This design comes from an exercise in tuning for small area on the open sky130 flow, not from production work. The RTL was checked by simulation tests, not by an equivalence proof against the original design. No driver is modelled on the clock port, so clock power and skew are understated where the tree is cut down; a real chip needs a root buffer or a tree. No activity file was given, so power comes from the tool's default toggle rates.

## run G
==> flow/design.v <==
`timescale 1ns / 1ps
module top(
    input clk,
    input rst,
    input start,
    input [7:0] txin,
    output reg tx,
    input rx,
    output [7:0] rxout,
    output rxdone,
    output txdone
);
parameter clk_value = 100_000;
parameter baud = 9600;
parameter wait_count = clk_value / baud;
reg [3:0] tcnt;
reg [3:0] tidx;
reg [7:0] sh;       
wire tidle  = ~tidx[3] & ~tidx[2];                   
wire tload  = tidle | rst;
wire bitDone = tcnt[3] & ~tcnt[2] & ~tcnt[1] & ~tcnt[0];
wire tc9    = tcnt[3] & ~tcnt[2] & tcnt[0];           
wire twrap  = tcnt[3] & tcnt[1];                     
wire tfirst = tcnt[3] & tcnt[2] & ~tcnt[0];          
always @(posedge clk) begin
    tcnt[0] <= ~tload & ~tcnt[0] & ~twrap;
    tcnt[1] <= ~tload & (tcnt[0] ? ~tcnt[1] : (tcnt[1] & ~tcnt[3]));
    tcnt[2] <= tload | (~tcnt[3] & (tcnt[2] ^ (tcnt[1] & tcnt[0]))) | (tcnt[3] & tcnt[2] & ~tcnt[0]);
    tcnt[3] <= tload | (tcnt[3] & ~tcnt[1]) | (tcnt[2] & tcnt[1] & tcnt[0]);
end
always @(posedge clk) begin
    if (rst) tidx <= 4'd0;
    else if (tidle) tidx <= start ? 4'd5 : 4'd0;
    else if (twrap) tidx <= tidx + 4'd1;
end
always @(posedge clk) begin
    if (tidle) sh <= txin;
    else sh <= {sh[2:0], sh[7:3]};
end
always @(posedge clk) begin
    if (rst | tidle) tx <= 1'b1;
    else if (tfirst) tx <= 1'b0;
    else if (tc9) tx <= (tidx[3] & tidx[2] & tidx[1]) | sh[4];
end
assign txdone = bitDone & (&tidx);
reg [2:0] rsub;
reg [3:0] rindex;
reg [8:0] rxdata;
wire ridle = ~rsub[2] & ~rsub[1] & ~rsub[0];
wire recv  = rsub[2] & ~rsub[1] & ~rsub[0];
wire smp   = rsub[2] & rsub[1] & ~rsub[0];
wire rlast = rindex[3] & rindex[1];    
wire radv  = recv & bitDone;
always @(posedge clk) begin
    rsub[2] <= ~rst & (rsub[1] | (recv & ~bitDone & ~rlast));
    rsub[1] <= ~rst & rsub[0];
    rsub[0] <= ~rst & (ridle ? ~rx : recv ? (bitDone & ~rlast) : (rsub[2] ^ rsub[1]));
end
always @(posedge clk) begin
    if (ridle) rindex <= 4'd0;
    else if (radv) begin
        rindex[0] <= ~rindex[0];
        rindex[1] <= rindex[1] ^ rindex[0];
        rindex[2] <= rindex[2] ^ (rindex[1] & rindex[0]);
        rindex[3] <= rindex[3] | (rindex[2] & rindex[1] & rindex[0]);
    end
end
wire rclr = rst | ridle;
wire rhold = ~rclr & ~smp;
always @(posedge clk) begin
    rxdata <= ({9{smp & ~rst}} & {rxdata[7:0], rx}) | ({9{rhold}} & rxdata);
end
assign rxout = rxdata[8:1];
assign rxdone = bitDone & rindex[3] & rindex[0];    
endmodule
clock: 5.0 ns
lec_check: 0
cap_margin: 20
core_margin: 2
core_utilization: 40
slew_margin: 20
standard.sh (not shown) runs the stock make flow with config.mk's settings and CLKGATE_MAP_FILE= SYNTH_SCRIPT=/design/flow/synth_recipe.tcl, a recipe that flattens the netlist after the stock synthesis.
==> flow/flow/run.sh <==
#!/bin/bash
# ORFS layout through the standard.sh, with three changes:
#  - synthesis maps the logic with an area-oriented ABC script (flow/area.abc)
#    and without half/full-adder cells; registers are mapped as usual;
#  - the port buffers are buf_1 cells;
#  - the clock tree is built without dummy loads.
set -euo pipefail
here=$(pwd)
flowdir=$here/flow

# Synthesis script: ORFS's synth.tcl with the ABC script swapped, then what
# synth_recipe.tcl does after it.
sed "s#log_cmd abc {\*}\$abc_args#lset abc_args 1 $flowdir/area.abc; log_cmd abc {*}\$abc_args#" \
    "$FLOW_HOME/scripts/synth.tcl" > "$here/area_synth.tcl"
grep -q "area.abc" "$here/area_synth.tcl"
sed "s#source \$::env(SCRIPTS_DIR)/synth.tcl#source $here/area_synth.tcl#" \
    "$here/synth_recipe.tcl" > "$here/my_synth.tcl"
grep -q "area_synth.tcl" "$here/my_synth.tcl"
sed "s#SYNTH_SCRIPT=[^ ]*synth_recipe.tcl#SYNTH_SCRIPT=$here/my_synth.tcl ADDER_MAP_FILE=#" \
    "$here/standard.sh" > "$here/my_standard.sh"
grep -q "my_synth.tcl" "$here/my_standard.sh"

export BUFFER_PORTS_ARGS="-buffer_cell sky130_fd_sc_hd__buf_1"
export CTS_ARGS="-sink_clustering_enable -repair_clock_nets -dont_use_dummy_load"
bash "$here/my_standard.sh" > "$here/flow.log" 2>&1
==> flow/flow/area.abc <==
strash
dc2
&get -n
&deepsyn -T 20
&dch -f
&nf -R 1000 -p
&put
topo
## Diff of input files: run C against run G
diff --git a/flow/flow/run.sh b/flow/flow/run.sh
--- a/flow/flow/run.sh
+++ b/flow/flow/run.sh
@@ -6 +6 @@
-#  - the clock tree is built without dummy loads.
+#  - the clock tree is one buffer (flow/post_cts.tcl) of cell CLOCK_ROOT_CELL.
@@ -24,0 +25,2 @@
+export POST_CTS_TCL=$flowdir/post_cts.tcl
+export CLOCK_ROOT_CELL=${CLOCK_ROOT_CELL:-sky130_fd_sc_hd__clkbuf_16}
==> flow/flow/post_cts.tcl (new file) <==
# Replace the clock tree that CTS built by one buffer: every clock sink is
# moved to the root buffer's output, the other tree buffers are removed, and
# the root buffer is given the cell in CLOCK_ROOT_CELL.
set block [ord::get_db_block]
set db [ord::get_db]
set clknet [[$block findBTerm clk] getNet]
set roots {}
foreach it [$clknet getITerms] {
  if { [$it isInputSignal] } { lappend roots [$it getInst] }
}
if { [llength $roots] != 1 } { error "expected one root clock buffer, found [llength $roots]" }
set root [lindex $roots 0]
set rootnet [[$root findITerm X] getNet]
set removed 0
set again 1
while { $again } {
  set again 0
  foreach it [$rootnet getITerms] {
    if { ![$it isInputSignal] } { continue }
    set inst [$it getInst]
    set mname [[$inst getMaster] getName]
    if { ![string match "sky130_fd_sc_hd__clkbuf_*" $mname] } { continue }
    set outnet [[$inst findITerm X] getNet]
    foreach sink [$outnet getITerms] {
      if { [$sink getInst] == $inst } { continue }
      $sink disconnect
      $sink connect $rootnet
    }
    $it disconnect
    odb::dbInst_destroy $inst
    odb::dbNet_destroy $outnet
    incr removed
    set again 1
    break
  }
}
$root swapMaster [$db findMaster $::env(CLOCK_ROOT_CELL)]
puts "post_cts: removed $removed clock buffers, root [$root getName] is $::env(CLOCK_ROOT_CELL)"
detailed_placement
estimate_parasitics -placement
report_clock_min_period
## What came out
Going from run G to run C, post-route met1 wirelength saw an increase, final critical delay including setup and external delays went down.
Summary: with run G as the reference, post-route standard cell area excluding fillers in run C moved down slightly.
Compared with run G, in run C multiplexer share of the synthesized area neither gained nor lost much; horizontal die dimension ~0 delta; post-route core utilization lost 0.25 points; net switching power of the design went down.
Looking at slowest cell on the critical path, the nor4b_1 result is from run G; the dfxtp_1 one comes from run C.
[run C] layout inverter count without the clock tree rose 1 relative to run G
Going from run G to run C, sum of met3 wire segment lengths after detailed routing higher; post-synthesis xor/xnor area fraction now sits at about the same level.

afterwards: timing with drivers on the ports:
The flow's constraints put no driver on any port. The routed layouts listed below were extracted and timed again, unchanged, in two steps. Step 1 (the two cells are an assumption about what drives the block):
set clk [get_ports {clk}]
set_driving_cell -lib_cell sky130_fd_sc_hd__clkbuf_16 $clk
set_driving_cell -lib_cell sky130_fd_sc_hd__buf_2 [delete_from_list [all_inputs] $clk]
Step 2 moves the port delays by t, midway between the first and last clock arrival at a register: inputs arrive t later, outputs are due t later. That takes back most of the time a late clock gives input paths. a / b / c = ideal ports / drivers / drivers and shift; a / b = the first two.
run	t (ns)	slack for setup (ns)	worst setup path at the end	slew at the worst register clock pin (ns)
run G	0.338	2.097 / 2.076 / 2.414	register to output	0.09 / 0.09
run C	0.204	2.740 / 2.710 / 2.667	input to register	0.12 / 0.12
After both steps setup and hold are still met in every run listed. The setup slack of run C, which loses most, moves by -0.030 ns with the drivers and by -0.073 ns with both steps.
